Background: an optimization exercise with open tools, aiming at small area. Do not read the settings as production practice. Only simulation tests tie the RTL to the original design; equivalence was not proved. Power figures rest on the tool's default switching activity, not on a simulated workload.

File: config.mk
export PLATFORM = sky130hd
export DESIGN_NAME = seg_595_dynamic
export DESIGN_NICKNAME = seg_595_dynamic
export VERILOG_FILES = /design/flow/design.v
export SDC_FILE = /design/flow/constraint.sdc
export NUM_CORES = 4
export LEC_CHECK = 0
export CAP_MARGIN = 20
export CORE_MARGIN = 2
export CORE_UTILIZATION = 40
export CTS_BUF_LIST = sky130_fd_sc_hd__clkbuf_16
export CTS_CLUSTER_DIAMETER = 500
export CTS_CLUSTER_SIZE = 100
export SLEW_MARGIN = 20
File: constraint.sdc
create_clock -name core_clock -period 5.0 [get_ports {sys_clk}]
set_input_delay 1.0000 -clock core_clock [delete_from_list [all_inputs] [get_ports {sys_clk}]]
set_output_delay 1.0000 -clock core_clock [all_outputs]
set_load 0.01 [all_outputs]
File: design.v
module seg_595_dynamic
(
    input   wire        sys_clk     ,
    input   wire        sys_rst_n   ,
    input   wire [19:0] data        ,
    input   wire [5:0]  point       ,
    input   wire        sign        ,
    input   wire        seg_en      ,
    output  reg         ds          ,
    output  reg         shcp        ,
    output  wire        stcp        ,
    output  wire        oe
);
reg     [15:0]  tm      ;
reg             flag    ;    
reg     [3:0]   u       ;    
reg     [3:0]   cb      ;    
wire    [1:0]   cnt     = tm[1:0];
wire            tm_end  = (tm == 16'd49_999);
always@(posedge sys_clk or negedge sys_rst_n)
    if(sys_rst_n == 1'b0)
        tm <= 16'd0;
    else if(tm_end)
        tm <= 16'd0;
    else
        tm <= tm + 16'd1;
always@(posedge sys_clk or negedge sys_rst_n)
    if(sys_rst_n == 1'b0)
        flag <= 1'b0;
    else
        flag <= tm_end;
always@(posedge sys_clk or negedge sys_rst_n)
    if(sys_rst_n == 1'b0)
        u <= 4'd0;
    else if(cnt == 2'd3)
        u <= (u == 4'd10) ? 4'd0 : u + 4'd1;
always@(posedge sys_clk or negedge sys_rst_n)
    if(sys_rst_n == 1'b0)
        cb <= 4'd0;
    else if(cnt == 2'd3)
        cb <= (cb == 4'd13) ? 4'd0 : cb + 4'd1;
wire    s_load  = (u == 4'd0)  && (cnt == 2'd1);   
wire    s_done  = (u == 4'd10) && (cnt == 2'd2);   
wire    s_read  = (u == 4'd10) && (cnt == 2'd3);   
wire    s_conv  = (u != 4'd0)  && (u <= 4'd5);     
reg     [23:0]  W       ;
reg             conv    ;
wire            ld_ok   = (data != 20'd0) && (data != 20'd1_000_000);
reg     [23:0]  A       ;
integer         k       ;
always@(*) begin
    A = W;
    for(k = 0; k < 5; k = k + 1)
        if((u > k) && (W[4*k +: 4] > 4'd4))
            A[4*k +: 4] = W[4*k +: 4] + 4'd3;
    if((u == 4'd5) && (cnt == 2'd3) && (W[22:20] > 3'd4))
        A[22:20] = W[22:20] + 3'd3;
end
always@(posedge sys_clk)
    if(s_load)
        conv <= ld_ok;
always@(posedge sys_clk)
    if(s_load && ld_ok)
        W <= {data, 4'b0};
    else if(s_conv && conv)
        W <= {A[22:0], A[23]};
reg     [2:0]   rlv     ;
wire    [5:0]   wnz     ;
genvar g;
generate for(g = 0; g < 6; g = g + 1) begin: nzg
    assign wnz[g] = |W[4*g +: 4];
end endgenerate
always@(posedge sys_clk or negedge sys_rst_n)
    if(sys_rst_n == 1'b0)
        rlv <= 3'd0;
    else if(s_done)
        rlv <= !conv   ? 3'd0 :
               wnz[5]  ? 3'd6 :
               wnz[4]  ? 3'd5 :
               wnz[3]  ? 3'd4 :
               wnz[2]  ? 3'd3 :
               wnz[1]  ? 3'd2 : 3'd1;
reg     [2:0]   lv      ;
reg             sg      ;
reg             zr      ;
wire    [2:0]   plv     = point[5] ? 3'd6 :
                          point[4] ? 3'd5 :
                          point[3] ? 3'd4 :
                          point[2] ? 3'd3 :
                          point[1] ? 3'd2 : 3'd0;
wire            hold    = (rlv == 3'd0) && (plv == 3'd0);
always@(posedge sys_clk or negedge sys_rst_n)
    if(sys_rst_n == 1'b0) begin
        lv <= 3'd6;
        zr <= 1'b1;
    end else if(!hold) begin
        lv <= (rlv > plv) ? rlv : plv;
        zr <= (rlv == 3'd0);
    end
always@(posedge sys_clk)
    if(!hold)
        sg <= sign;
reg     [2:0]   q       ;
wire    [2:0]   c       = (q == 3'd6) ? 3'd0 : q;
reg     [3:0]   S       ;    
reg     [3:0]   data_disp;
reg             dot_disp;
always@(posedge sys_clk or negedge sys_rst_n)
    if(sys_rst_n == 1'b0)
        q <= 3'd6;
    else if(flag)
        q <= (q == 3'd5) ? 3'd0 : (q == 3'd6) ? 3'd1 : q + 3'd1;
always@(posedge sys_clk)
    if(s_read)
        S <= W[4*c +: 4];
always@(posedge sys_clk or negedge sys_rst_n)
    if(sys_rst_n == 1'b0)
        data_disp <= 4'd0;
    else if(seg_en && flag)
        data_disp <= (c < lv)            ? (zr ? 4'd0 : S) :
                     ((c == lv) && sg)   ? 4'd10 : 4'd11;
always@(posedge sys_clk or negedge sys_rst_n)
    if(sys_rst_n == 1'b0)
        dot_disp <= 1'b1;
    else if(flag)
        dot_disp <= ~point[c];
reg     [7:0]   seg     ;
always@(*)
    case(data_disp)
        4'd0:   seg = {dot_disp,7'b100_0000};
        4'd1:   seg = {dot_disp,7'b111_1001};
        4'd2:   seg = {dot_disp,7'b010_0100};
        4'd3:   seg = {dot_disp,7'b011_0000};
        4'd4:   seg = {dot_disp,7'b001_1001};
        4'd5:   seg = {dot_disp,7'b001_0010};
        4'd6:   seg = {dot_disp,7'b000_0010};
        4'd7:   seg = {dot_disp,7'b111_1000};
        4'd8:   seg = {dot_disp,7'b000_0000};
        4'd9:   seg = {dot_disp,7'b001_0000};
        4'd10:  seg = 8'b1011_1111;
        4'd11:  seg = 8'b1111_1111;
        default:seg = 8'b1100_0000;
    endcase
reg     [5:0]   sel     ;
always@(*)
    case(q)
        3'd0:   sel = 6'b100_000;
        3'd1:   sel = 6'b000_001;
        3'd2:   sel = 6'b000_010;
        3'd3:   sel = 6'b000_100;
        3'd4:   sel = 6'b001_000;
        3'd5:   sel = 6'b010_000;
        default:sel = 6'b000_000;
    endcase
wire    [13:0]  sdata   = {seg[0],seg[1],seg[2],seg[3],seg[4],seg[5],seg[6],seg[7],sel};
always@(posedge sys_clk or negedge sys_rst_n)
    if(sys_rst_n == 1'b0)
        ds <= 1'b0;
    else if(cnt == 2'd0)
        ds <= sdata[cb];
always@(posedge sys_clk or negedge sys_rst_n)
    if(sys_rst_n == 1'b0)
        shcp <= 1'b0;
    else
        shcp <= tm[1];
assign stcp = (cb == 4'd0) && (tm[1] ^ tm[0]);
assign oe   = 1'b0;
endmodule
File: run.sh
#!/bin/bash
# synth_recipe.tcl (not shown) runs the flow's synth.tcl, then flattens the netlist and writes it again
# the make line also repeats each setting of config.mk as NAME=value (left out here)
make -C /OpenROAD-flow-scripts/flow DESIGN_CONFIG=/design/flow/config.mk WORK_HOME=/design/flow/orfs CLKGATE_MAP_FILE= SYNTH_SCRIPT=/design/flow/synth_recipe.tcl finish
==> results of run 1 <==
per-layer routing:
metal | wire length (µm) | global-route usage | share of wire | up-vias
met5 | 0 | 0 | 0 | -
met4 | 189 | 0.06098 | 0.018 | 0
met3 | 413 | 0.03672 | 0.040 | 14
met2 | 4922 | 0.2815 | 0.47 | 79
met1 | 4886 | 0.2375 | 0.47 | 1755
li1 | - | - | - | 1836
state kept, by name, summed over array words and instances (netlist names), 3 cells and up:
| name | cells |
|---|---|
| cb | 4 |
| data_disp | 4 |
| lv | 3 |
| u | 4 |
| S | 4 |
| q | 3 |
| W | 24 |
| tm | 16 |
| rlv | 3 |
stage by stage:
stage          std cells  setup WS, ps
2_1_floorplan        493          1717
3_3_place_gp         643          1852
3_5_place_dp         643          1819
4_1_cts              659          2135
5_1_grt              659          1969
6_report             659          2174
worst register-to-register path, delay by kind of cell, from the launching register on:
kind / cells / cell delay [ps]
AOI/OAI and AO/OA: 1 / 710
and+or+nand+nor: 2 / 760
DFF: 1 / 590
buffers and inverters: 1 / 320
cells in the final DEF (no fill, tap or decap), types with 12 or more instances in the layout:
cell type and n:
sky130_fd_sc_hd__inv_1 37, sky130_fd_sc_hd__nor2_1 38, sky130_fd_sc_hd__nor2b_1 12, sky130_fd_sc_hd__ha_1 19, sky130_fd_sc_hd__clkdlybuf4s50_1 31, sky130_fd_sc_hd__a21oi_1 23
sky130_fd_sc_hd__dfrtp_1 36, sky130_fd_sc_hd__edfxtp_1 26, sky130_fd_sc_hd__nor3_1 14, sky130_fd_sc_hd__xnor2_1 16, sky130_fd_sc_hd__o21ai_0 37, sky130_fd_sc_hd__nand2_1 44
power by group through the flow:
stage / combinational, mW / clock [mW] / sequential, mW
final: 0.0547 / 0.702 / 0.614
after global placement: 0.0529 / 0 / 0.625
after CTS: 0.0555 / 0.716 / 0.614
after detailed placement: 0.0552 / 0 / 0.625
after global routing: 0.0614 / 0.740 / 0.614
after floorplan: 0.0172 / 0 / 0.625
synthesized netlist by cell type (all sizes together) (3+ instances only):
master / number / area [µm²]
nand2: 44 / 165.2
o21ai: 39 / 195.2
nor2: 38 / 142.6
inv: 37 / 138.9
dfrtp: 36 / 900.9
edfxtp: 26 / 780.8
a21oi: 23 / 115.1
buf: 20 / 151.4
ha: 19 / 237.7
xnor2: 16 / 140.1
nor3: 15 / 80.08
nor2b: 12 / 75.07
a22o: 11 / 96.34
nand3: 11 / 55.05
xor2: 10 / 87.58
mux2i: 9 / 90.09
nor4: 8 / 80.08
clkbuf: 7 / 37.53
nand4: 7 / 50.05
dfstp: 6 / 157.7
nor3b: 6 / 50.05
o2bb2ai: 6 / 52.55
a21o: 5 / 37.54
a22oi: 5 / 37.54
a31oi: 4 / 25.02
and3: 4 / 25.02
dfxtp: 4 / 80.08
mux4: 4 / 93.84
o22ai: 4 / 25.02
and2: 3 / 18.77
mux2: 3 / 33.78
nand2b: 3 / 18.77
o211ai: 3 / 22.52
o21bai: 3 / 26.27
o31ai: 3 / 22.52
or4b: 3 / 30.03
worst paths after layout:
kind | from | to | slack [ps]
setup / recovery | tm[0] | stcp | 2170
hold / removal | tm[10] | tm[10] | 490
setup reg to reg | u[1] | W[6] | 2330
hold reg to reg | tm[10] | tm[10] | 490
max in group asynchronous | sys_rst_n | rlv[1] | 3570
min in group asynchronous | sys_rst_n | tm[5] | 810
layout make-up:
| type | instances | area (µm²) | share of cell area |
|---|---|---|---|
| clock buffer | 11 | 275.3 | 0.05140 |
| timing repair buffer | 34 | 330.3 | 0.06168 |
| tap | 143 | 178.9 | 0.03341 |
| sequential | 72 | 1919 | 0.3584 |
| clock inverter | 5 | 56.30 | 0.01051 |
| inverter | 39 | 147.6 | 0.02757 |
| multi-input combinational | 355 | 2447 | 0.4570 |
cell families after synthesis:
family | count (synthesis) | share of synthesized area
AND/OR/NAND/NOR | 164 | 0.1873
buffers and inverters | 66 | 0.07156
multiplexers | 16 | 0.04629
flip-flops | 72 | 0.4081
adder cells (fa/ha/maj) | 19 | 0.05055
XOR/XNOR | 26 | 0.04842
AO/OA/AOI/OAI | 129 | 0.1870
other | 1 | 0.0007973
==> insert_results.sql, run 1 <==
INSERT INTO impl_metrics (metric_group, metric, value, unit) VALUES
('status', 'status', 'timing/DRC/antenna clean', ''),
('floorplan', 'pin_count', '34', ''),
('cts', 'clk_path_buf_depth', '2', ''),
('yosys', 'synth_cells', '493', ''),
('worst_setup_path', 'critical_path_fanouts_max', '6', ''),
('global_route', 'first_global_vias', '3604', ''),
('timing', 'layout_worst_path_cycle_share', '0.5652', ''),
('timing', 'clock_skew', '6.475', 'ps'),
('timing', 'report.final.hold_viol_count', '0', ''),
('power', 'power.combinational.fraction', '0.040', ''),
('cts', 'clock_latency', '330', 'ps'),
('floorplan', 'dieHeight', '112.4', 'µm'),
('yosys', 'postSynth.topFlopCell', 'sky130_fd_sc_hd__dfrtp_1', ''),
('cts', 'post_cts_resize_count', '0', ''),
('yosys', 'post_synth_num_cell_types', '77', ''),
('hold_path', 'min_path_type', 'reg -> reg', ''),
('worst_setup_path', 'worst-endpoint-required', '4000', 'ps'),
('worst_setup_path', 'timing.critical_path.from_type', 'register', ''),
('worst_setup_path', 'timing.critical_path.buf_inv', '2', ''),
('power', 'power_density', '255.8', 'mW/mm²'),
('layout', 'synthToLayoutAreaGrowth', '13.86', '%'),
('cts', 'tritoncts', 'built', ''),
('power', 'p_leak', '2.172', 'nW'),
('layout', 'final.fill_count', '1088', ''),
('global_route', 'grt_usage', '0.1756', ''),
('yosys', 'synth-edff-count', '26', ''),
('worst_setup_path', 'worstSetupEndpointType', 'output pin', ''),
('route', 'detailedRoute.firstIterationViolations', '246', ''),
('power', 'totalPowerFinal', '1.370', 'mW'),
('route', 'routed_wl', '10.41', 'mm'),
('route', 'post_drt_via_cell_ratio', '5.590', ''),
('power', 'cellInternalPower', '1.090', 'mW'),
('floorplan', 'fp.dieArea', '0.01264', 'mm²'),
('yosys', 'net_count_after_synthesis', '542', ''),
('route', 'detail-route-antenna-nets', '0', ''),
('flow_run', 'maxCapViolCount', '0', ''),
('worst_setup_path', 'timing.reg2reg.worst_path_depth', '4', ''),
('floorplan', 'initial_core_util', '0.4101', ''),
('route', 'detailedRoute.firstPassIterationCount', '4', ''),
('route', 'vias', '3684', ''),
('power', 'vdd_ir_drop_max', '0.0001534', 'V'),
('timing', 'relSlewSlack', '0.3585', ''),
('worst_setup_path', 'worstPathArrival', '1830', 'ps'),
('placement', 'hpwl', '7.628', 'mm'),
('floorplan', 'std_cell_rows', '39', ''),
('layout', 'final_util', '0.4670', ''),
('cts', 'clock_buffer_count_from_cts', '9', ''),
('global_route', 'grt_remaining_overflow', '0', ''),
('worst_setup_path', 'timing.critical_path.slowest_cell_delay', '530', 'ps'),
('power', 'power.net_switching', '0.2803', 'mW'),
('yosys', 'postSynthRegisterBits', '72', ''),
('placement', 'io_buffer_count', '32', ''),
('cts', 'cts_num_sinks', '72', ''),
('timing', 'timing.final.setup_violations', '0', ''),
('cts', 'hold_buffers', '0', ''),
('yosys', 'synth-async-reset-ratio', '0.5833', ''),
('yosys', 'post_synth_instance_area', '0.004703', 'mm²'),
('worst_setup_path', 'crit_type', 'reg -> out', ''),
('worst_setup_path', 'crit_chain', 'inv_1, ha_1, and3_1, clkdlybuf4s50_1', ''),
('cts', 'ctsHtreeMaxLevel', '3', ''),
('placement', 'place.gp.congestion', '0.8499', ''),
('hold_path', 'worst_hold_path.num_cells', '1', ''),
('cts', 'cts_setup_buffers', '0', ''),
('cts', 'cts-root-buf', 'sky130_fd_sc_hd__clkbuf_16', ''),
('floorplan', 'placeableCoreArea', '0.01147', 'mm²'),
('worst_setup_path', 'critical_path.slowest_cell', 'sky130_fd_sc_hd__clkdlybuf4s50_1', ''),
('timing', 'finalSetupTns', '0', 'ps'),
('power', 'share_seq_of_total_power', '0.448', ''),
('layout', 'diodes', '0', ''),
('power', 'power_switching_share', '0.2046', ''),
('route', 'drcViolationCount', '0', '');
==> run 2: changes to the inputs <==
--- a/config.mk
+++ b/config.mk
@@ -8,7 +8,4 @@
 export CAP_MARGIN = 20
 export CORE_MARGIN = 2
 export CORE_UTILIZATION = 40
-export CTS_BUF_LIST = sky130_fd_sc_hd__clkbuf_16
-export CTS_CLUSTER_DIAMETER = 500
-export CTS_CLUSTER_SIZE = 100
 export SLEW_MARGIN = 20
==> insert_results.sql, run 2 <==
INSERT INTO impl_metrics (metric_group, metric, value, unit) VALUES
('worst_setup_path', 'timing.critical_path.from_type', 'register', ''),
('route', 'detail-route-antenna-nets', '0', ''),
('cts', 'clock_buffer_count_from_cts', '9', ''),
('layout', 'stdcell_count', '659', ''),
('cts', 'cts_setup_buffers', '0', ''),
('floorplan', 'initial_core_util', '0.4101', ''),
('layout', 'largest-register', 'W', ''),
('timing', 'timing.final.setup_violations', '0', ''),
('cts', 'hold_buffers', '0', ''),
('route', 'routed_wl', '10.41', 'mm'),
('power', 'vdd_ir_drop_max', '0.0001534', 'V'),
('worst_setup_path', 'cp_top_family', 'buffers and inverters', ''),
('placement', 'hpwl', '7.628', 'mm'),
('yosys', 'synth.most_common_cell', 'sky130_fd_sc_hd__nand2_1', ''),
('global_route', 'grt_start_max_net_pins', '43', ''),
('cts', 'cts_num_sinks', '72', ''),
('cts', 'clk_transition_reported_paths', '60', 'ps'),
('route', 'vias', '3684', ''),
('yosys', 'netlist_top_cells_count', 'sky130_fd_sc_hd__nand2_1, sky130_fd_sc_hd__nor2_1, sky130_fd_sc_hd__o21ai_0', ''),
('yosys', 'synth_seq_area_share', '0.4081', ''),
('layout', 'final.fill_count', '1088', ''),
('placement', 'dp.cells', '643', ''),
('layout', 'final_util', '0.4670', ''),
('yosys', 'net_count_after_synthesis', '542', ''),
('yosys', 'synth_cells', '493', ''),
('global_route', 'grt_first_pass_wirelength', '17.84', 'mm'),
('cts', 'post_cts_resize_count', '0', ''),
('layout', 'layout_top_registers', 'W: 24 flops, tm: 16 flops', ''),
('hold_path', 'min_path_type', 'reg -> reg', ''),
('worst_setup_path', 'critical_path.slowest_cell', 'sky130_fd_sc_hd__clkdlybuf4s50_1', ''),
('floorplan', 'dieHeight', '112.4', 'µm'),
('route', 'post_drt_via_cell_ratio', '5.590', ''),
('cts', 'tritoncts', 'built', ''),
('timing', 'finalSetupTns', '0', 'ps'),
('yosys', 'synth-async-reset-ratio', '0.5833', ''),
('worst_setup_path', 'timing.critical_path.buf_inv', '2', ''),
('worst_setup_path', 'crit_type', 'reg -> out', ''),
('yosys', 'post_synth_num_cell_types', '77', ''),
('floorplan', 'die_width', '112.4', 'µm'),
('layout', 'diodes', '0', ''),
('power', 'power_density', '255.8', 'mW/mm²'),
('global_route', 'first_global_vias', '3604', ''),
('cts', 'cts-root-buf', 'sky130_fd_sc_hd__clkbuf_16', ''),
('yosys', 'synth_top_area_share', '0.1915', ''),
('timing', 'report.final.hold_viol_count', '0', ''),
('yosys', 'synth_top_cells_by_area', 'sky130_fd_sc_hd__dfrtp_1, sky130_fd_sc_hd__edfxtp_1, sky130_fd_sc_hd__ha_1, sky130_fd_sc_hd__o21ai_0, sky130_fd_sc_hd__nand2_1', ''),
('worst_setup_path', 'crit_chain', 'inv_1, ha_1, and3_1, clkdlybuf4s50_1', ''),
('global_route', 'grt_remaining_overflow', '0', ''),
('timing', 'tightest_slew', '962.2', 'ps'),
('yosys', 'netlist.top_cell.by_area', 'sky130_fd_sc_hd__dfrtp_1', ''),
('layout', 'fraction_of_layout_cells_with_a_size_suffix_above_1', '0.08721', ''),
('layout', 'most-common-layout-cells', 'sky130_fd_sc_hd__nand2_1, sky130_fd_sc_hd__nor2_1, sky130_fd_sc_hd__inv_1, sky130_fd_sc_hd__o21ai_0, sky130_fd_sc_hd__dfrtp_1', ''),
('power', 'totalPowerFinal', '1.370', 'mW'),
('cts', 'ctsHtreeMaxLevel', '3', ''),
('cts', 'clk_path_buf_depth', '2', ''),
('layout', 'layout_commonest_cell', 'sky130_fd_sc_hd__nand2_1', ''),
('yosys', 'synthesis.yosys.warnings', '1', ''),
('timing', 'grt_setup_unrepaired', 'no', ''),
('placement', 'place.gp.congestion', '0.8499', ''),
('yosys', 'postSynth.topFlopCell', 'sky130_fd_sc_hd__dfrtp_1', ''),
('route', 'detailedRoute.firstIterationViolations', '246', ''),
('status', 'status', 'timing/DRC/antenna clean', ''),
('worst_setup_path', 'worstSetupEndpointType', 'output pin', ''),
('global_route', 'grt_usage', '0.1756', ''),
('timing', 'min_period', '2826', 'ps'),
('timing', 'layout_worst_path_cycle_share', '0.5652', ''),
('yosys', 'synth-edff-count', '26', ''),
('route', 'detailedRoute.firstPassIterationCount', '4', ''),
('yosys', 'post_synthesis_area_per_instance', '9.540', 'µm²'),
('global_route', 'antenna_found_initial', '0', ''),
('floorplan', 'placeableCoreArea', '0.01147', 'mm²'),
('route', 'drcViolationCount', '0', ''),
('worst_setup_path', 'worstPathArrival', '1830', 'ps'),
('cts', 'clock_latency', '330', 'ps'),
('floorplan', 'std_cell_rows', '39', ''),
('worst_setup_path', 'timing.critical_path.slowest_cell_delay', '530', 'ps'),
('layout', 'largest_register_ff_count', '24', ''),
('floorplan', 'pin_count', '34', ''),
('timing', 'timing.fmax', '353.8', 'MHz'),
('timing', 'clock_skew', '6.475', 'ps'),
('worst_setup_path', 'worst-endpoint-required', '4000', 'ps'),
('worst_setup_path', 'critical_path_fanouts_max', '6', ''),
('flow_run', 'maxCapViolCount', '0', ''),
('layout', 'final_net_count', '560', ''),
('yosys', 'postSynthRegisterBits', '72', ''),
('placement', 'io_buffer_count', '32', ''),
('timing', 'relSlewSlack', '0.3585', ''),
('timing', 'slew_violations', '0', ''),
('floorplan', 'fp.dieArea', '0.01264', 'mm²'),
('power', 'p_leak', '2.172', 'nW'),
('route', 'routed_wire_length_per_instance', '15.80', 'µm'),
('yosys', 'post_synth_instance_area', '0.004703', 'mm²'),
('layout', 'synthToLayoutAreaGrowth', '13.86', '%');
run 2: cell counts after synthesis:
No cell type changed its count.
run 2: cell families after synthesis:
| group | Yosys count | synth area share |
|---|---|---|
| flip-flops | 72 | 0.4081 |
| AND/OR/NAND/NOR | 164 | 0.1873 |
| XOR/XNOR | 26 | 0.04842 |
| other | 1 | 0.0007973 |
| AO/OA/AOI/OAI | 129 | 0.1870 |
| buffers and inverters | 66 | 0.07156 |
| adder cells (fa/ha/maj) | 19 | 0.05055 |
| multiplexers | 16 | 0.04629 |
run 2: per-stage QoR:
step                      hold WS [ps]  setup slack, ps  instance area [µm²]
after floorplan                  431.8             1717                 4703
final                            490.2             2174                 5355
after global placement           481.1             1852                 5024
after global routing             521.7             1969                 5355
after CTS                        492.8             2135                 5355
after detailed placement         481.4             1819                 5024
run 2: area by class of cell:
class | count | area [µm²] | area share
repair buffers | 34 | 330.3 | 0.06168
clock buffers | 11 | 275.3 | 0.05140
multi-input cells | 355 | 2447 | 0.4570
clock inverters | 5 | 56.30 | 0.01051
inverters | 39 | 147.6 | 0.02757
well taps | 143 | 178.9 | 0.03341
flip-flops and latches | 72 | 1919 | 0.3584
run 2: worst paths after layout:
kind / cells past startpoint / slack [ps] / start / to
worst min-delay path: 1 / 490 / tm[10] / tm[10]
max in group asynchronous: 1 / 3570 / sys_rst_n / rlv[1]
worst max register to register: 4 / 2330 / u[1] / W[6]
worst max-delay path: 4 / 2170 / tm[0] / stcp
worst min register to register: 1 / 490 / tm[10] / tm[10]
min in group asynchronous: 1 / 810 / sys_rst_n / tm[5]
run 2: metal layers:
layer / wire length (µm) / part of all wire / vias up / global-route usage
met5: 0 / 0 / - / 0
met3: 413 / 0.040 / 14 / 0.03672
li1: - / - / 1836 / -
met2: 4922 / 0.47 / 79 / 0.2815
met4: 189 / 0.018 / 0 / 0.06098
met1: 4886 / 0.47 / 1755 / 0.2375
run 2: where the power goes:
group	switching [mW]	leakage [nW]	total (mW)	internal (mW)
registers	0.00135	0.823	0.614	0.612
clock network	0.253	0.167	0.702	0.448
logic	0.0257	1.18	0.0547	0.0290
total	0.280	2.17	1.37	1.09
==> run 3: changes to the inputs <==
--- a/config.mk
+++ b/config.mk
@@ -8,4 +8,7 @@
 export CAP_MARGIN = 20
 export CORE_MARGIN = 2
 export CORE_UTILIZATION = 40
+export CTS_BUF_LIST = sky130_fd_sc_hd__clkbuf_8
+export CTS_CLUSTER_DIAMETER = 100
+export CTS_CLUSTER_SIZE = 40
 export SLEW_MARGIN = 20
==> insert_results.sql, run 3 <==
INSERT INTO impl_metrics (metric_group, metric, value, unit) VALUES
('status', 'status', 'timing/DRC/antenna clean', ''),
('yosys', 'synth_seq_area_share', '0.4081', ''),
('cts', 'clock_latency', '350', 'ps'),
('yosys', 'postSynthRegisterBits', '72', ''),
('cts', 'hold_buffers', '0', ''),
('floorplan', 'dieHeight', '112.4', 'µm'),
('power', 'power.net_switching', '0.2622', 'mW'),
('worst_setup_path', 'timing.rr.end', 'W[6]', ''),
('timing', 'grt_setup_unrepaired', 'no', ''),
('power', 'cellInternalPower', '0.9734', 'mW'),
('power', 'power_density', '234.7', 'mW/mm²'),
('cts', 'cts_num_sinks', '72', ''),
('floorplan', 'placeableCoreArea', '0.01147', 'mm²'),
('worst_setup_path', 'worstSetupEndpointType', 'output pin', ''),
('layout', 'stdcell_count', '659', ''),
('placement', 'place.gp.congestion', '0.8499', ''),
('timing', 'min_period', '2853', 'ps'),
('layout', 'most-common-layout-cells', 'sky130_fd_sc_hd__nand2_1, sky130_fd_sc_hd__nor2_1, sky130_fd_sc_hd__inv_1, sky130_fd_sc_hd__o21ai_0, sky130_fd_sc_hd__dfrtp_1', ''),
('timing', 'report.final.hold_viol_count', '0', ''),
('worst_setup_path', 'timing.critical_path.from_type', 'register', ''),
('worst_setup_path', 'timing.critical_path.buf_inv', '2', ''),
('cts', 'clk_path_buf_depth', '2', ''),
('timing', 'timing.fmax', '350.4', 'MHz'),
('layout', 'largest_register_ff_count', '24', ''),
('route', 'routed_wl', '10.41', 'mm'),
('layout', 'final_net_count', '560', ''),
('floorplan', 'pin_count', '34', ''),
('hold_path', 'min_path_type', 'reg -> reg', ''),
('worst_setup_path', 'critical_path.slowest_cell', 'sky130_fd_sc_hd__clkdlybuf4s50_1', ''),
('route', 'post_drt_via_cell_ratio', '5.599', ''),
('placement', 'hpwl', '7.628', 'mm'),
('yosys', 'synthesis.yosys.warnings', '1', ''),
('yosys', 'net_count_after_synthesis', '542', ''),
('layout', 'largest-register', 'W', ''),
('floorplan', 'std_cell_rows', '39', ''),
('layout', 'fraction_of_layout_cells_with_a_size_suffix_above_1', '0.08721', ''),
('power', 'vdd_ir_drop_max', '0.0001574', 'V'),
('route', 'routed_wire_length_per_instance', '15.80', 'µm'),
('worst_setup_path', 'timing.reg2reg.worst_path_depth', '4', ''),
('power', 'power_switching_share', '0.2122', ''),
('layout', 'layout_commonest_cell', 'sky130_fd_sc_hd__nand2_1', ''),
('global_route', 'grt_remaining_overflow', '0', ''),
('yosys', 'netlist.top_cell.by_area', 'sky130_fd_sc_hd__dfrtp_1', ''),
('worst_setup_path', 'worst-endpoint-required', '4000', 'ps'),
('hold_path', 'min_to', 'tm[10]', ''),
('cts', 'clk_transition_reported_paths', '90', 'ps'),
('global_route', 'antenna_found_initial', '0', ''),
('route', 'detailedRoute.firstIterationViolations', '254', ''),
('yosys', 'synth_cells', '493', ''),
('floorplan', 'die_width', '112.4', 'µm'),
('cts', 'cts_setup_buffers', '0', ''),
('yosys', 'synth-edff-count', '26', ''),
('floorplan', 'fp.dieArea', '0.01264', 'mm²'),
('timing', 'layout_worst_path_cycle_share', '0.5707', ''),
('cts', 'ctsHtreeMaxLevel', '3', ''),
('yosys', 'postSynth.topFlopCell', 'sky130_fd_sc_hd__dfrtp_1', ''),
('worst_setup_path', 'crit_chain', 'inv_1, ha_1, and3_1, clkdlybuf4s50_1', ''),
('power', 'share_seq_of_total_power', '0.496', ''),
('route', 'drcViolationCount', '0', ''),
('placement', 'io_buffer_count', '32', ''),
('timing', 'timing.final.setup_violations', '0', ''),
('yosys', 'post_synthesis_area_per_instance', '9.540', 'µm²'),
('route', 'detailedRoute.firstPassIterationCount', '4', ''),
('layout', 'diodes', '0', ''),
('power', 'p_leak', '2.129', 'nW'),
('yosys', 'synth.most_common_cell', 'sky130_fd_sc_hd__nand2_1', ''),
('layout', 'layout_top_registers', 'W: 24 flops, tm: 16 flops', ''),
('layout', 'synthToLayoutAreaGrowth', '11.92', '%'),
('yosys', 'synth_top_area_share', '0.1915', ''),
('worst_setup_path', 'worstReg2RegStart', 'u[1]', ''),
('power', 'power.combinational.fraction', '0.044', ''),
('timing', 'relSlewSlack', '0.3687', ''),
('cts', 'post_cts_resize_count', '0', ''),
('worst_setup_path', 'worstPathArrival', '1850', 'ps'),
('flow_run', 'maxCapViolCount', '0', ''),
('yosys', 'netlist_top_cells_count', 'sky130_fd_sc_hd__nand2_1, sky130_fd_sc_hd__nor2_1, sky130_fd_sc_hd__o21ai_0', ''),
('floorplan', 'initial_core_util', '0.4101', ''),
('cts', 'tritoncts', 'built', ''),
('cts', 'cts-root-buf', 'sky130_fd_sc_hd__clkbuf_8', ''),
('global_route', 'grt_usage', '0.1746', ''),
('route', 'detail-route-antenna-nets', '0', ''),
('yosys', 'synth-async-reset-ratio', '0.5833', ''),
('global_route', 'grt_first_pass_wirelength', '17.85', 'mm'),
('cts', 'clock_buffer_count_from_cts', '9', ''),
('timing', 'slew_violations', '0', ''),
('power', 'clkPwrFrac', '0.460', ''),
('yosys', 'post_synth_num_cell_types', '77', ''),
('yosys', 'post_synth_instance_area', '0.004703', 'mm²'),
('worst_setup_path', 'cp_top_family', 'buffers and inverters', ''),
('worst_setup_path', 'critical_path_fanouts_max', '6', ''),
('worst_setup_path', 'worst-r2r-setup-slack', '2330', 'ps'),
('global_route', 'grt_start_max_net_pins', '43', ''),
('worst_setup_path', 'crit_type', 'reg -> out', ''),
('timing', 'tightest_slew', '946.9', 'ps'),
('hold_path', 'worst_hold_startpoint', 'tm[10]', ''),
('layout', 'final_util', '0.4590', ''),
('timing', 'clock_skew', '10.82', 'ps'),
('route', 'vias', '3690', ''),
('yosys', 'synth_top_cells_by_area', 'sky130_fd_sc_hd__dfrtp_1, sky130_fd_sc_hd__edfxtp_1, sky130_fd_sc_hd__ha_1, sky130_fd_sc_hd__o21ai_0, sky130_fd_sc_hd__nand2_1', ''),
('timing', 'finalSetupTns', '0', 'ps'),
('hold_path', 'worst_hold_path.num_cells', '1', ''),
('global_route', 'first_global_vias', '3602', ''),
('worst_setup_path', 'timing.critical_path.slowest_cell_delay', '530', 'ps'),
('placement', 'dp.cells', '643', '');
==> run 3: layout make-up <==
class                   instances  area [µm²]
clock inverters                 7       116.4
repair buffers                 34       330.3
flip-flops and latches         72        1919
well taps                     143       178.9
inverters                      39       147.6
fillers                      1098        6203
clock buffers                   9       123.9
multi-input cells             355        2447
==> run 3: how the worst max path moves through the flow <==
stage                         from  cells past startpoint  slack, ps  endpoint
after floorplan            data[6]                      4       1720     W[10]
after global placement    point[2]                     10       1850     lv[0]
after detailed placement  point[2]                     10       1820     lv[0]
after CTS                    tm[1]                      4       2100      stcp
after global routing      point[2]                     10       2010     lv[0]
final                        tm[1]                      4       2150      stcp
==> run 3: power by group through the flow <==
stage	Clock, mW	Combinational (mW)	Sequential [mW]
finish	0.568	0.0548	0.613
global route	0.606	0.0614	0.613
CTS	0.580	0.0555	0.613
detailed placement	0	0.0552	0.625
global placement	0	0.0529	0.625
floorplan	0	0.0172	0.625
==> run 3: layer usage <==
layer  vias up  share of wire  GRT usage
met5         -              0          0
met4         0          0.024    0.06098
met3        18          0.033    0.03510
met2        65           0.47     0.2779
met1      1779           0.48     0.2389
li1       1828              -          -
==> run 3: cell families (layout without fill, tap and decap cells) <==
kind of cell | after synthesis | in the layout | synth area share
xor gates and xnor gates | 26 | 26 | 0.04842
and+or+nand+nor | 164 | 164 | 0.1873
AOI/OAI and AO/OA | 129 | 129 | 0.1870
adders and majority gates | 19 | 19 | 0.05055
other | 1 | 1 | 0.0007973
DFF | 72 | 72 | 0.4081
muxes | 16 | 16 | 0.04629
buffers and inverters | 66 | 89 | 0.07156
==> run 3: worst register-to-register path, stage by stage (launching register included) <==
cell,delay [ps]
sky130_fd_sc_hd__dfrtp_1,600
sky130_fd_sc_hd__nor4_4,560
sky130_fd_sc_hd__nand2_1,190
sky130_fd_sc_hd__o21ai_1,710
sky130_fd_sc_hd__buf_4,320
==> run 3: per-stage QoR <==
stage / instance area (µm²) / power [mW] / hold slack [ps] / setup WS (ps)
3_5_place_dp: 5024 / 0.6802 / 481.4 / 1819
4_1_cts: 5264 / 1.248 / 495.8 / 2104
6_report: 5264 / 1.236 / 493.5 / 2147
3_3_place_gp: 5024 / 0.6779 / 481.1 / 1852
2_1_floorplan: 4703 / 0.6418 / 431.8 / 1717
5_1_grt: 5264 / 1.281 / 525.2 / 2007
==> run 4: changes to the inputs <==
--- a/design.v
+++ b/design.v
@@ -11,19 +11,26 @@
     output  wire        stcp        ,
     output  wire        oe
 );
-reg     [15:0]  tm      ;
+reg     [1:0]   j       ;
+reg     [15:0]  lf      ;
 reg             flag    ;    
 reg     [3:0]   u       ;    
 reg     [3:0]   cb      ;    
-wire    [1:0]   cnt     = tm[1:0];
-wire            tm_end  = (tm == 16'd49_999);
+wire            ph0     = ~j[1] & ~j[0];
+wire            ph1     = ~j[1] &  j[0];
+wire            ph2     =  j[1] &  j[0];
+wire            ph3     =  j[1] & ~j[0];
+wire            tm_end  = (lf == 16'h1af2);
 always@(posedge sys_clk or negedge sys_rst_n)
     if(sys_rst_n == 1'b0)
-        tm <= 16'd0;
-    else if(tm_end)
-        tm <= 16'd0;
+        j <= 2'b00;
     else
-        tm <= tm + 16'd1;
+        j <= {j[0], ~j[1]};
+always@(posedge sys_clk or negedge sys_rst_n)
+    if(sys_rst_n == 1'b0)
+        lf <= 16'h35e4;
+    else
+        lf <= {lf[14:0], lf[15] ^ lf[13] ^ lf[12] ^ lf[10] ^ tm_end};
 always@(posedge sys_clk or negedge sys_rst_n)
     if(sys_rst_n == 1'b0)
         flag <= 1'b0;
@@ -32,30 +39,36 @@
 always@(posedge sys_clk or negedge sys_rst_n)
     if(sys_rst_n == 1'b0)
         u <= 4'd0;
-    else if(cnt == 2'd3)
+    else if(ph3)
         u <= (u == 4'd10) ? 4'd0 : u + 4'd1;
 always@(posedge sys_clk or negedge sys_rst_n)
     if(sys_rst_n == 1'b0)
         cb <= 4'd0;
-    else if(cnt == 2'd3)
+    else if(ph3)
         cb <= (cb == 4'd13) ? 4'd0 : cb + 4'd1;
-wire    s_load  = (u == 4'd0)  && (cnt == 2'd1);   
-wire    s_done  = (u == 4'd10) && (cnt == 2'd2);   
-wire    s_read  = (u == 4'd10) && (cnt == 2'd3);   
+wire    s_load  = (u == 4'd0)  && (ph1);   
+wire    s_done  = (u == 4'd10) && (ph2);   
+wire    s_read  = (u == 4'd10) && (ph3);   
 wire    s_conv  = (u != 4'd0)  && (u <= 4'd5);     
 reg     [23:0]  W       ;
 reg             conv    ;
 wire            ld_ok   = (data != 20'd0) && (data != 20'd1_000_000);
-reg     [23:0]  A       ;
-integer         k       ;
-always@(*) begin
-    A = W;
-    for(k = 0; k < 5; k = k + 1)
-        if((u > k) && (W[4*k +: 4] > 4'd4))
-            A[4*k +: 4] = W[4*k +: 4] + 4'd3;
-    if((u == 4'd5) && (cnt == 2'd3) && (W[22:20] > 3'd4))
-        A[22:20] = W[22:20] + 3'd3;
-end
+wire    [23:0]  A       ;
+wire    [4:0]   ge      = {u > 4'd4, u > 4'd3, u > 4'd2, u > 4'd1, u > 4'd0};
+genvar n;
+generate for(n = 0; n < 5; n = n + 1) begin: a3
+    wire [3:0] d = W[4*n +: 4];
+    wire       e = ge[n];
+    assign A[4*n+3] = d[3] | (e & d[2] & (d[1] | d[0]));
+    assign A[4*n+2] = (d[2] & ~(e & (d[1] | d[0]))) | (e & d[3] & d[0]);
+    assign A[4*n+1] = (d[1] & ~(e & d[2] & ~d[0])) | (e & d[3] & ~d[0]);
+    assign A[4*n+0] = (d[0] & ~(e & (d[2] | d[3]))) | (e & ~d[0] & (d[3] | (d[2] & d[1])));
+end endgenerate
+wire            e5      = (u == 4'd5) && (ph3);
+assign A[20]    = W[20] & ~(e5 & W[22]);
+assign A[21]    = W[21];
+assign A[22]    = W[22] & ~(e5 & W[20]);
+assign A[23]    = W[23];
 always@(posedge sys_clk)
     if(s_load)
         conv <= ld_ok;
@@ -156,13 +169,13 @@
 always@(posedge sys_clk or negedge sys_rst_n)
     if(sys_rst_n == 1'b0)
         ds <= 1'b0;
-    else if(cnt == 2'd0)
+    else if(ph0)
         ds <= sdata[cb];
 always@(posedge sys_clk or negedge sys_rst_n)
     if(sys_rst_n == 1'b0)
         shcp <= 1'b0;
     else
-        shcp <= tm[1];
-assign stcp = (cb == 4'd0) && (tm[1] ^ tm[0]);
+        shcp <= j[1];
+assign stcp = (cb == 4'd0) && j[0];
 assign oe   = 1'b0;
 endmodule
==> insert_results.sql, run 4 <==
INSERT INTO impl_metrics (metric_group, metric, value, unit) VALUES
('worst_setup_path', 'worst-endpoint-required', '4910', 'ps'),
('power', 'p_leak', '1.789', 'nW'),
('floorplan', 'pin_count', '34', ''),
('global_route', 'grt_start_max_net_pins', '45', ''),
('floorplan', 'placeableCoreArea', '0.01018', 'mm²'),
('route', 'vias', '3284', ''),
('timing', 'final_critical_path_setup_slack', '1453', 'ps'),
('yosys', 'synth.most_common_cell', 'sky130_fd_sc_hd__nand2_1', ''),
('layout', 'layout_top_registers', 'W: 24 flops, lf: 16 flops', ''),
('worst_setup_path', 'worstReg2RegStart', 'u[1]', ''),
('flow_run', 'maxCapViolCount', '0', ''),
('timing', 'layout_worst_path_cycle_share', '0.7094', ''),
('power', 'power_density', '258.7', 'mW/mm²'),
('global_route', 'antenna_found_initial', '0', ''),
('yosys', 'post_synth_num_cell_types', '68', ''),
('layout', 'layout_commonest_cell', 'sky130_fd_sc_hd__nand2_1', ''),
('yosys', 'post_synthesis_area_per_instance', '9.610', 'µm²'),
('worst_setup_path', 'worstSetupEndpointType', 'register', ''),
('cts', 'ctsHtreeMaxLevel', '3', ''),
('layout', 'diodes', '0', ''),
('layout', 'synthToLayoutAreaGrowth', '14.32', '%'),
('power', 'vdd_ir_drop_max', '0.0001206', 'V'),
('yosys', 'synth_seq_area_share', '0.4768', ''),
('timing', 'tightest_slew', '978.9', 'ps'),
('power', 'share_seq_of_total_power', '0.513', ''),
('floorplan', 'fp.dieArea', '0.01121', 'mm²'),
('yosys', 'netlist.top_cell.by_area', 'sky130_fd_sc_hd__edfxtp_1', ''),
('route', 'detail-route-antenna-nets', '0', ''),
('placement', 'hpwl', '6.821', 'mm'),
('layout', 'largest_register_ff_count', '24', ''),
('yosys', 'synth_cells', '432', ''),
('global_route', 'grt_usage', '0.1737', ''),
('timing', 'finalSetupTns', '0', 'ps'),
('timing', 'grt_setup_unrepaired', 'no', ''),
('yosys', 'synth-edff-count', '26', ''),
('route', 'routed_wire_length_per_instance', '15.87', 'µm'),
('route', 'detailedRoute.firstPassIterationCount', '4', ''),
('layout', 'final_net_count', '485', ''),
('placement', 'place.gp.congestion', '0.8479', ''),
('worst_setup_path', 'worstPathArrival', '3450', 'ps'),
('timing', 'report.final.hold_viol_count', '0', ''),
('cts', 'hold_buffers', '0', ''),
('timing', 'relSlewSlack', '0.3474', ''),
('status', 'status', 'timing/DRC/antenna clean', ''),
('power', 'power.combinational.fraction', '0.044', ''),
('timing', 'min_period', '3547', 'ps'),
('worst_setup_path', 'crit_type', 'in -> reg', ''),
('power', 'power_switching_share', '0.1989', ''),
('placement', 'place_worst_setup_slack', '1080', 'ps');
run 4: changes by cell type after synthesis, sizes merged, moves of 7 or more:
cell | previous run | this run
a21oi | 23 | 34
clkbuf | 7 | 20
xor2 | 10 | 2
xnor2 | 16 | 4
nand3 | 11 | 4
ha | 19 | 7
buf | 20 | 8
nor2 | 38 | 23
or2 | 1 | 8
dfstp | 6 | 14
inv | 37 | 18
run 4: worst paths after layout:
check / slack [ps] / depth (start not counted) / endpoint
setup / recovery: 1450 / 6 / W[13]
hold / removal: 370 / 0 / lf[8]
min in group asynchronous: 810 / 1 / lf[9]
max in group asynchronous: 3580 / 1 / rlv[2]
hold reg to reg: 370 / 0 / lf[8]
setup reg to reg: 1520 / 4 / W[13]
run 4: worst max-delay path: stages:
cell                              delay [ps]
sky130_fd_sc_hd__clkdlybuf4s50_1         430
sky130_fd_sc_hd__or4_1                   550
sky130_fd_sc_hd__nor4_2                  160
sky130_fd_sc_hd__o2111ai_1               150
sky130_fd_sc_hd__and2_1                  470
sky130_fd_sc_hd__nand2b_1                690
run 4: power groups by stage:
stage | combinational [mW] | clock (mW) | sequential, mW
finish | 0.0543 | 0.544 | 0.630
global route | 0.0601 | 0.583 | 0.630
CTS | 0.0550 | 0.558 | 0.629
detailed placement | 0.0548 | 0 | 0.642
global placement | 0.0536 | 0 | 0.642
floorplan | 0.0168 | 0 | 0.641
run 4: cell type report:
type	count	area [µm²]
clock buffer	9	123.9
sequential	74	1979
fill	972	5439
clock inverter	7	110.1
inverter	18	67.56
tap	136	170.2
timing repair buffer	33	322.8
multi-input combinational	312	1972
run 4: cell families after synthesis:
group | after synthesis | synth area share
other | 1 | 0.0009033
flip-flops | 74 | 0.4768
AND/OR/NAND/NOR | 146 | 0.1875
multiplexers | 13 | 0.03225
buffers and inverters | 46 | 0.04822
AO/OA/AOI/OAI | 139 | 0.2206
adder cells (fa/ha/maj) | 7 | 0.02110
XOR/XNOR | 6 | 0.01266
run 4: layer usage:
layer / wire length, µm / vias to the layer above / global-route usage / part of all wire
met4: 106 / 0 / 0.06579 / 0.011
met2: 4251 / 60 / 0.2700 / 0.45
met1: 4648 / 1570 / 0.2365 / 0.50
met3: 341 / 8 / 0.03958 / 0.036
met5: 0 / - / 0 / 0
li1: - / 1646 / - / -
run 4: through the flow:
| step | std cells | area, µm² |
|---|---|---|
| after floorplan | 432 | 4151 |
| after global placement | 573 | 4512 |
| after detailed placement | 573 | 4512 |
| after CTS | 589 | 4746 |
| after global routing | 589 | 4746 |
| final | 589 | 4746 |

==> what the ideal ports hide <==
No port has a modelled driver above. Below, the same layouts with a new extraction and two added sets of constraints. Step 1 assumes that a clkbuf_16 drives the clock port and a buf_2 every other input. Step 2 adds t to the input delays and takes it off the output delays; t is the mean of the earliest and latest rising clock arrival at the registers after step 1. Input paths then give back, and output paths get back, about the clock's delay inside the block. Slacks: ideal ports / drivers / drivers and shift; pairs: ideal ports / drivers.
run | shift t [ns] | setup WS [ns] | worst setup path at the end | worst register clock-pin slew, ns
run 1 | 0.366 | 2.174 / 2.134 / 1.831 | input to register | 0.06 / 0.06
run 2 | 0.366 | 2.174 / 2.134 / 1.831 | input to register | 0.06 / 0.06
run 3 | 0.377 | 2.147 / 2.115 / 1.841 | input to register | 0.09 / 0.09
run 4 | 0.380 | 1.453 / 1.466 / 1.086 | input to register | 0.07 / 0.07
After both steps setup and hold are still met in every run listed. For run 4, which loses most, drivers alone change the setup slack by +0.013 ns; drivers and shift together by -0.367 ns.
